Source: an optimization exercise on an open RTL-to-GDS flow (aim: small area, a short achievable clock period and few clock cycles per item). Production flows keep margins and buffers that such runs may drop. No functional check of the RTL was part of any run shown here.

==> flow/design.v, too long to show whole: its modules and the start of the top module <==
// module pipelined: 1082 lines
module pipelined(
    input  wire              clk,
    input  wire              rst,
    input  wire              in_valid,
    output wire              in_ready,
    input  wire signed [15:0] a,
    input  wire signed [15:0] b,
    input  wire signed [15:0] c,
    input  wire signed [15:0] d,
    input  wire signed [15:0] e,
    output reg               out_valid,
    input  wire              out_ready,
    output wire signed [31:0] y
);
  // ...
==> flow/flow/run.sh <==
#!/bin/bash
# Standard ORFS layout, except that Yosys's "synth" runs with -noabc, so the quick
# ABC pass before full-adder extraction does not scramble the adder tree's polarity.
set -euo pipefail
sed 's/yosys synth -nofsm -noshare {\*}\$args/yosys synth -nofsm -noshare -noabc {*}$args/' synth_recipe.tcl > flow/noabc_synth.tcl
grep -q -- '-noabc' flow/noabc_synth.tcl
sed "s#SYNTH_SCRIPT=[^ ]*#SYNTH_SCRIPT=$PWD/flow/noabc_synth.tcl#" standard.sh > flow/standard_noabc.sh
grep -q noabc_synth flow/standard_noabc.sh
bash flow/standard_noabc.sh "BUFFER_PORTS_ARGS=-buffer_cell sky130_fd_sc_hd__buf_1" finish > standard.log 2>&1
==> flow/flow/noabc_synth.tcl <==
proc synth {args} { yosys synth -nofsm -noshare -noabc {*}$args }
source $::env(SCRIPTS_DIR)/synth.tcl
# left out here: clear keep_hierarchy, flatten, clean up, hide names made inside functions, write 1_2_yosys.v
==> flow/flow/standard_noabc.sh <==
#!/bin/bash
# The standard flow's own layout of this design, on the ORFS make targets given (by default finish). After
# finish it leaves the final layout's DEF at /design/flow/out/final.def.
set -euo pipefail
make -C /OpenROAD-flow-scripts/flow DESIGN_CONFIG=/design/flow/config.mk WORK_HOME=/design/flow/orfs CLKGATE_MAP_FILE= SYNTH_SCRIPT=/design/flow/flow/noabc_synth.tcl ABC_AREA=1 CAP_MARGIN=20 CORE_MARGIN=2 CORE_UTILIZATION=40 SETUP_SLACK_MARGIN=4.2 SLEW_MARGIN=20 "${@:-finish}"
if [[ -f /design/flow/orfs/results/sky130hd/pipelined/base/6_final.odb ]]; then
  : # left out here: write the final layout as DEF
fi
==> flow/standard.sh <==
#!/bin/bash
# synth_recipe.tcl (not shown) runs the flow's synth.tcl, then flattens the netlist and writes it again
# the make line also repeats each setting of config.mk as NAME=value (left out here)
make -C /OpenROAD-flow-scripts/flow DESIGN_CONFIG=/design/flow/config.mk WORK_HOME=/design/flow/orfs CLKGATE_MAP_FILE= SYNTH_SCRIPT=/design/flow/synth_recipe.tcl "${@:-finish}"
==> flow/config.mk <==
export PLATFORM = sky130hd
export DESIGN_NAME = pipelined
export DESIGN_NICKNAME = pipelined
export VERILOG_FILES = /design/flow/design.v
export SDC_FILE = /design/flow/constraint.sdc
export NUM_CORES = 4
export LEC_CHECK = 0
export ABC_AREA = 1
export CAP_MARGIN = 20
export CORE_MARGIN = 2
export CORE_UTILIZATION = 40
export SETUP_SLACK_MARGIN = 4.2
export SLEW_MARGIN = 20
==> flow/constraint.sdc <==
create_clock -name core_clock -period 8.0 [get_ports {clk}]
set_input_delay 1.6000 -clock core_clock [delete_from_list [all_inputs] [get_ports {clk}]]
set_output_delay 1.6000 -clock core_clock [all_outputs]
set_load 0.01 [all_outputs]
==> summary.txt, run 1 <==
status no timing/DRC/antenna violations; Syn Std Cell Area 20550 µm²; fin crit share 0.4649; Synth Register Bits 254; IO Port Bufs 117; final instance area 22130 µm²; Slew Viols, Final 0; Gate Count Post-Synth 1920; post-synthesis compound-gate area fraction 0.09171; gr usage total 0.2088; CTS H-Tree Depth 1; most common cell after layout, fill and taps aside xor2_1; CTS tree yes; Post-Synth XOR/XNOR Area 0.1253; gr busiest metal met2; Rows 83; Synth-to-Final Area Change 7.679%; Root Driver clkbuf_16; chip height 230.6 µm; Clock Path Buffers 3; clock network area share 0.04321; CP Depth 5
==> inputs of run 2 (changes only) <==
--- a/flow/design.v
+++ b/flow/design.v
@@ -7,33 +7,24 @@
     input  wire signed [15:0] b,
     input  wire signed [15:0] c,
     input  wire signed [15:0] d,
     input  wire signed [15:0] e,
     output reg               out_valid,
     input  wire              out_ready,
     output wire signed [31:0] y
 );
-  reg vA, vM, y2v, rdy;
-  wire stall = y2v;             
-  wire pop = out_valid & out_ready;
-  assign in_ready = rdy;
+  wire stall = out_valid & ~out_ready;
+  assign in_ready = ~stall;
+  reg vA, vM;
   always @(posedge clk) begin
     if (rst) begin
-      vA <= 1'b0; vM <= 1'b0; out_valid <= 1'b0; y2v <= 1'b0; rdy <= 1'b1;
-    end else begin
-      if (~y2v) begin
-        vA <= in_valid; vM <= vA;
-      end
-      if (~out_valid | out_ready) out_valid <= y2v | vM;
-      if (y2v) begin
-        y2v <= ~pop; rdy <= pop;
-      end else begin
-        y2v <= out_valid & ~out_ready & vM; rdy <= ~(out_valid & ~out_ready & vM);
-      end
+      vA <= 1'b0; vM <= 1'b0; out_valid <= 1'b0;
+    end else if (~stall) begin
+      vA <= in_valid; vM <= vA; out_valid <= vM;
     end
   end
   reg [15:0] An, Cn, E;
   always @(posedge clk) if (~stall) begin An <= ~a; Cn <= ~c; E <= e; end
   reg [7:0] xneg, xonen, xtwon;
   always @(posedge clk) if (~stall) begin xneg[0] <= b[1]; xonen[0] <= ~(b[0] ^ 1'b0); xtwon[0] <= ~((b[1] & ~b[0] & ~1'b0) | (~b[1] & b[0] & 1'b0)); end
   always @(posedge clk) if (~stall) begin xneg[1] <= b[3]; xonen[1] <= ~(b[2] ^ b[1]); xtwon[1] <= ~((b[3] & ~b[2] & ~b[1]) | (~b[3] & b[2] & b[1])); end
   always @(posedge clk) if (~stall) begin xneg[2] <= b[5]; xonen[2] <= ~(b[4] ^ b[3]); xtwon[2] <= ~((b[5] & ~b[4] & ~b[3]) | (~b[5] & b[4] & b[3])); end
@@ -1069,14 +1060,12 @@
   wire s838 = m29_0 ^ m29_1;
   wire c839 = m29_0 & m29_1;
   wire s840 = m30_0 ^ m30_1;
   wire c841 = m30_0 & m30_1;
   wire s842 = m31_0 ^ m31_1;
   wire c843 = m31_0 & m31_1;
   wire [31:0] row0 = {c841, c839, c837, c835, c833, s832, s830, c827, c823, s822, c815, s814, c805, c799, c793, c787, c783, s780, c773, c769, c765, s764, c759, s756, c753, m6_2, m5_0, m4_0, m3_0, m2_0, m1_0, m0_0};
   wire [31:0] row1 = {s842, s840, s838, s836, s834, c831, c829, s828, s826, c819, s818, c811, s810, s804, s798, s792, s786, s782, s776, s772, s768, c761, s760, s758, s754, s752, m5_1, m4_1, 1'b0, 1'b0, 1'b0, 1'b0};
-  wire [31:0] sum = row0 + row1;
-  reg [31:0] Y, Y2;
-  always @(posedge clk) if (~out_valid | out_ready) Y <= y2v ? Y2 : sum;
-  always @(posedge clk) if (~y2v) Y2 <= sum;
+  reg [31:0] Y;
+  always @(posedge clk) if (~stall) Y <= row0 + row1;
   assign y = Y;
 endmodule
==> run 2 against run 1 <==
- still clean
- core utilization rose by 0.34 points
- critical path depth stayed put
- register-to-register slack gained 0.06 ns
- final cell count fell by 7.8%
- critical path type is now input port to output port
- largest cell class unchanged
- highest routed layer is now met5
==> summary.txt, run 2 <==
status no timing/DRC/antenna violations (unchanged); RR Startpoint yneg[0] (unchanged); CTS tree yes (unchanged); Gate Count Post-Synth 1776 (was 1920); Hold-fix buffers, CTS 0 (unchanged); top cell family by delay on the critical path buffers and inverters (was adder cells); chip height 224.3 µm (was 230.6 µm); routability congestion estimate 0.9258 (was 0.9582); count leader, synth xor2_1 (unchanged); share of the synthesized area in the top cell type 0.3357 (was 0.3171); slowest stage delay, CP 0.15 ns (was 1.09 ns); worst hold path class register to register (unchanged); CP Data Arrival Time 2.21 ns (was 4.05 ns); Rows 80 (was 83); Reg with most FFs Y; # IOs 118 (unchanged); syn nets 2166 (was 2310); largest net degree at the start of global routing 71 (was 74); Routed WL 51780 µm (was 55130 µm); Slew HR 0.2430 (was 0.2122); starting density of the core 0.4056 (was 0.4021); area leader, netlist edfxtp_1 (unchanged); post-DP HPWL 38600 µm (was 41030 µm); Min-Delay Endpoint Y[1] (was Y2[0]); Die W 224.3 µm (was 230.6 µm); CP Cell Sequence buf_6 > nor2_4 > clkinvlp_4 > buf_12 > buf_8 (was fa_1 > fa_1 > fa_1 > fa_1 > fa_1); Most used DFF post-synth edfxtp_1 (unchanged); Post-synth top cells xor2_1, fa_1, o22ai_1, edfxtp_1, nand2_1 (was xor2_1, nand2_1, fa_1, o22ai_1, edfxtp_1); Slew Viols, Final 0 (unchanged); flop2flop setup slack 4.34 ns (was 4.28 ns); core area 47850 µm² (was 51090 µm²); FF-to-FF path depth 5 (unchanged); clock tree sinks 220 (was 254); clock buffer count from CTS 25 (was 29); Synth-to-Final Area Change 7.594% (was 7.679%); Final Hold Violating Endpoints 0 (unchanged); first-pass GRT wire length 80530 µm (was 85330 µm); Max Fanout on Critical Path 2 (was 18); Wirelength per Cell 21.50 µm (was 21.10 µm); ratio of cells with drive above 1 in the final layout 0.04459 (was 0.04449); Async SR Flop Fraction 0 (unchanged); Clock transition at path regs 0.06 ns (about the same); Final nets 2167 (was 2300); clk latency of the worst-skew pair 0.55 ns (was 0.60 ns); CP endpoint kind output port (was register); number of distinct library cells after synthesis 28 (was 37); Setup-failing EPs final 0 (unchanged); Vias/cell 5.479 (was 5.339); Critical R2R Capture m3_0 (unchanged); Filler cells 4545 (was 4886); Sum Neg Setup Slack 0 ns (unchanged); CTS H-Tree Depth 1 (unchanged); vias in the first global route 13500 (was 14150); worst-margin pin slew 1.135 ns (was 1.182 ns); Syn Std Cell Area 19410 µm² (was 20550 µm²); Post-synth EDFFs 217 (unchanged); Die Area 50300 µm² (was 53200 µm²); fin crit share 0.4768 (was 0.4649); RSZ-0062 raised after global routing yes (was no); minimum clock period 3.815 ns (was 3.719 ns); top cells by area, synth edfxtp_1, fa_1, xor2_1, o22ai_1, ha_1 (was edfxtp_1, fa_1, xor2_1, o22ai_1, nand2_1); Bufs and invs on worst path 4 (was 0); Crit-path slowest cell buf_12 (was edfxtp_1); DRT Pass-1 Iters 5 (unchanged); grt total ovfl 0 (unchanged); Root Driver clkbuf_16 (unchanged); Antenna diodes 0 (unchanged); hold path depth 0 (was 2); syn_area_per_cell 10.93 µm² (was 10.70 µm²); maximum clock rate 262.2 MHz (was 268.9 MHz); Clock Path Buffers 3 (unchanged); IO Port Bufs 117 (unchanged); Fin Clk Skew 0.02003 ns (was 0.02911 ns); max FFs per register 32; Yosys Warn Count 1 (unchanged); CP Launch Type input port (was register); Synth Register Bits 220 (was 254); initial antenna violation count 2 (was 0); gr usage total 0.2086 (was 0.2088); most common cell after layout, fill and taps aside xor2_1 (unchanged); post-route ant nets 0 (unchanged); commonest non-fill, non-tap cells in the layout xor2_1, fa_1, o22ai_1 (was xor2_1, nand2_1, fa_1); min-delay src m1_0 (was Y2[0]); total vias in the final route 13200 (was 13950); DRC viols 0 (unchanged); critical path type input port to output port (was register to register); register area share after synthesis 0.3388 (was 0.3532); initial DRC count 1273 (was 1654); Crit path required time 6.40 ns (was 8.33 ns); max-cap violations 0 (unchanged)
run 2: per-stage QoR:
step	hold WS (ns)	instance area [µm²]	cells	setup WS (ns)	util
2_1_floorplan	0.4003	19420	1776	2.234	-
3_3_place_gp	0.4045	19980	2358	3.784	0.4177
3_5_place_dp	0.4098	19980	2358	3.779	0.4177
4_1_cts	0.4225	20830	2406	4.163	0.4353
5_1_grt	0.4255	20880	2409	4.165	0.4365
6_report	0.4217	20880	2409	4.186	0.4365
run 2: cells by family (layout without fill, tap and decap cells):
| family | Yosys count | count (layout) | synth area share |
|---|---|---|---|
| XOR/XNOR | 303 | 303 | 0.1367 |
| flip-flops | 220 | 220 | 0.3388 |
| adder cells (fa/ha/maj) | 306 | 306 | 0.2916 |
| AND/OR/NAND/NOR | 298 | 298 | 0.06537 |
| AO/OA/AOI/OAI | 305 | 305 | 0.09470 |
| buffers and inverters | 344 | 362 | 0.07272 |
run 2: layer usage:
metal | vias up | GRT usage | share of wire
met5 | - | 0 | 0.00044
met4 | 4 | 0.05319 | 0.024
met3 | 105 | 0.04742 | 0.089
met2 | 604 | 0.3263 | 0.45
met1 | 6566 | 0.2947 | 0.44
li1 | 5920 | - | -
run 2: worst max-delay path by stage:
stage | from | to | slack [ns] | cells after the start
floorplan | out_ready | in_ready | 2.23 | 2
global placement | out_ready | in_ready | 3.78 | 5
detailed placement | out_ready | in_ready | 3.78 | 5
CTS | out_ready | in_ready | 4.16 | 5
global route | out_ready | in_ready | 4.16 | 5
finish | out_ready | in_ready | 4.19 | 5
run 2: area by class of cell:
cell class              instances  area, µm²  area share
clock buffers                  28      636.9     0.03050
clock inverters                16      118.9    0.005692
inverters                     184      694.4     0.03325
multi-input cells            1212      11430      0.5473
flip-flops and latches        220       6576      0.3149
well taps                     615      769.5     0.03685
repair buffers                134      658.1     0.03152
run 2: repair_timing:
item,in CTS,in global routing
cloned,1,0
gates resized for setup,9,0
setup endpoints to repair,1,1
pin swaps,1,1
buffers inserted,3,0
==> inputs of run 3 (changes only) <==
==> flow/flow/standard_noabc.sh (replaced) <==
#!/bin/bash
# The standard flow's own layout of this design, on the ORFS make targets given (by default finish). After
# finish it leaves the final layout's DEF at /design/flow/out/final.def.
set -euo pipefail
make -C /OpenROAD-flow-scripts/flow DESIGN_CONFIG=/design/flow/config.mk WORK_HOME=/design/flow/orfs CLKGATE_MAP_FILE= SYNTH_SCRIPT=/design/flow/flow/noabc_synth.tcl ABC_AREA=1 CAP_MARGIN=5 CORE_MARGIN=2 CORE_UTILIZATION=40 SETUP_SLACK_MARGIN=4.2 SLEW_MARGIN=5 "${@:-finish}"
if [[ -f /design/flow/orfs/results/sky130hd/pipelined/base/6_final.odb ]]; then
  : # left out here: write the final layout as DEF
fi
--- a/flow/config.mk
+++ b/flow/config.mk
@@ -8,3 +8,3 @@
 export ABC_AREA = 1
-export CAP_MARGIN = 20
+export CAP_MARGIN = 5
 export CORE_MARGIN = 2
@@ -12,2 +12,2 @@
 export SETUP_SLACK_MARGIN = 4.2
-export SLEW_MARGIN = 20
+export SLEW_MARGIN = 5
==> run 3 against run 2 <==
- final area about the same
- largest cell class unchanged
- register-to-register slack got worse by 0.04 ns
- area after synthesis unchanged
- still clean
- core utilization hardly changed
- critical path depth is the same
- hold slack is essentially flat
==> summary.txt, run 3 <==
DRT Pass-1 Iters 5 (unchanged); Fin Clk Skew 0.02168 ns (was 0.02003 ns); post-DP HPWL 38600 µm (unchanged); min-delay src m1_0 (unchanged); clock buffer count from CTS 25 (unchanged); minimum clock period 3.814 ns (was 3.815 ns); fin cells 2411 (was 2409); CP Data Arrival Time 2.21 ns (about the same); Synth Register Bits 220 (unchanged); critical path type input port to output port (unchanged); Yosys Warn Count 1 (unchanged); max FFs per register 32 (unchanged); worst-margin pin slew 1.277 ns (was 1.135 ns); Slew Viols, Final 0 (unchanged); Max Fanout on Critical Path 2 (unchanged); number of distinct library cells after synthesis 28 (unchanged); post-route ant nets 0 (unchanged); Gate Count Post-Synth 1776 (unchanged); Synth-to-Final Area Change 7.491% (was 7.594%); Vias/cell 5.509 (was 5.479); Final Hold Violating Endpoints 0 (unchanged); top cells by area, synth edfxtp_1, fa_1, xor2_1, o22ai_1, ha_1 (unchanged); Setup-failing EPs final 0 (unchanged); Rows 80 (unchanged); Reg with most FFs Y (unchanged); hold path depth 0 (unchanged); met2 wire len 23360 µm (was 23320 µm); max-cap violations 0 (unchanged); Crit. Startpoint out_ready (unchanged); Slew HR 0.1485 (was 0.2430); most common cell after layout, fill and taps aside xor2_1 (unchanged); maximum clock rate 262.2 MHz (about the same); Clock transition at path regs 0.06 ns (about the same); chip height 224.3 µm (unchanged); placed inst area 19980 µm² (unchanged); Sum Neg Setup Slack 0 ns (unchanged); Antenna diodes 0 (unchanged); register area share after synthesis 0.3388 (unchanged); status no timing/DRC/antenna violations (unchanged); core area 47850 µm² (unchanged); routability congestion estimate 0.9258 (unchanged); ratio of cells with drive above 1 in the final layout 0.04566 (was 0.04459); worst hold path class register to register (unchanged); IO Port Bufs 117 (unchanged); initial antenna violation count 2 (unchanged); Most used DFF post-synth edfxtp_1 (unchanged); clk latency of the worst-skew pair 0.55 ns (about the same); DRC viols 0 (unchanged); largest net degree at the start of global routing 71 (unchanged); fin crit share 0.4768 (about the same); Filler cells 4546 (was 4545); starting density of the core 0.4056 (unchanged); CP endpoint kind output port (unchanged); Root Driver clkbuf_16 (unchanged); Syn Std Cell Area 19410 µm² (unchanged); Die W 224.3 µm (unchanged); CP Launch Type input port (unchanged); M1 wire length 22570 µm (was 22590 µm); Async SR Flop Fraction 0 (unchanged); area leader, netlist edfxtp_1 (unchanged); Final nets 2169 (was 2167); first-pass GRT wire length 80530 µm (unchanged); RR Startpoint yneg[1] (was yneg[0]); total vias in the final route 13280 (was 13200); syn nets 2166 (unchanged); vias in the first global route 13500 (unchanged); initial DRC count 1175 (was 1273); RSZ-0062 raised after global routing yes (unchanged); placed instance count 2358 (unchanged); Routed WL 51840 µm (was 51780 µm); final instance area 20860 µm² (was 20880 µm²); # IOs 118 (unchanged); syn_area_per_cell 10.93 µm² (unchanged); grt total ovfl 0 (unchanged); post-layout util 0.4360 (was 0.4365); Clock Path Buffers 3 (unchanged); Post-synth top cells xor2_1, fa_1, o22ai_1, edfxtp_1, nand2_1 (unchanged); Post-synth EDFFs 217 (unchanged); count leader, synth xor2_1 (unchanged); Crit path required time 6.40 ns (about the same); Hold-fix buffers, CTS 0 (unchanged); clock tree sinks 220 (unchanged); CTS H-Tree Depth 1 (unchanged); CTS tree yes (unchanged); share of the synthesized area in the top cell type 0.3357 (unchanged); Die Area 50300 µm² (unchanged); gr usage total 0.2086 (unchanged); Wirelength per Cell 21.50 µm (about the same); Met3 Wirelength 4715 µm (was 4615 µm); commonest non-fill, non-tap cells in the layout xor2_1, fa_1, o22ai_1 (unchanged); DR top layer met5 (unchanged); FF-to-FF path depth 5 (unchanged)
[run 3: cell counts after synthesis]
No cell type changed its count.
[run 3: area by class of cell]
type / count / area (µm²) / share of cell area
clock buffers: 28 / 636.9 / 0.03053
clock inverters: 16 / 118.9 / 0.005697
inverters: 184 / 694.4 / 0.03329
multi-input cells: 1212 / 11430 / 0.5478
flip-flops and latches: 220 / 6576 / 0.3152
well taps: 615 / 769.5 / 0.03688
repair buffers: 136 / 638.1 / 0.03059
[run 3: path summary, 6_finish.rpt]
| kind | to | slack [ns] |
|---|---|---|
| worst max register to register | m13_2 | 4.30 |
| worst min register to register | Y[1] | 0.42 |
| worst max-delay path | in_ready | 4.19 |
| worst min-delay path | Y[1] | 0.42 |
[run 3: critical path, stage by stage]
cell and delay (ns):
buf_6 0.09, nor2_4 0.11, clkinvlp_4 0.12, buf_12 0.15, buf_8 0.13
[run 3: cells by family (layout without fill, tap and decap cells)]
group,count (synthesis),in the layout,share of synthesized area
fa+ha+maj,306,306,0.2916
compound gates,305,305,0.09470
simple gates,298,298,0.06537
xor+xnor,303,303,0.1367
buf+inv,344,364,0.07272
flops,220,220,0.3388
[run 3: per-stage QoR]
stage               setup WS [ns]  hold slack (ns)
detailed placement          3.779           0.4098
floorplan                   2.234           0.4003
finish                      4.186           0.4217
global placement            3.784           0.4045
CTS                         4.163           0.4225
global route                4.165           0.4255
[run 3: layer usage]
metal  track usage  vias to the layer above
met4       0.05319                        4
li1              -                     5914
met2        0.3263                      668
met3       0.04742                      101
met1        0.2947                     6594
met5             0                        -
[run 3: what timing repair did]
item	4_1_cts	5_1_grt
buffers inserted	3	5
pin swaps	1	1
endpoints found under the setup margin	1	2
resized for setup	9	0
gates cloned	1	0

[port drivers added, routing unchanged]
How much do the figures lean on ideal ports? The routed layouts below were timed once more, with nothing changed but the port constraints. Step 1 assumes that a clkbuf_16 drives the clock port and a buf_2 every other input. Step 2 also shifts input and output timing later by t, the mid clock arrival at the registers, as if the neighbouring blocks saw the same clock. a / b / c = ideal ports / drivers / drivers and shift; a / b = the first two.
run	t (ns)	setup slack, ns	hold WS [ns]	worst slew at a driven data input, ns	cell pins on the clock port's net
run 1	0.639	4.281 / 4.281 / 4.281	0.449 / 0.449 / 0.449	0.05	1
run 2	0.599	4.185 / 4.153 / 3.917	0.422 / 0.422 / 0.422	0.05	1
run 3	0.598	4.186 / 4.153 / 3.912	0.422 / 0.422 / 0.422	0.05	1
After both steps setup and hold are still met in every run listed. The setup slack of run 3, which loses most, moves by -0.033 ns with the drivers and by -0.274 ns with both steps.
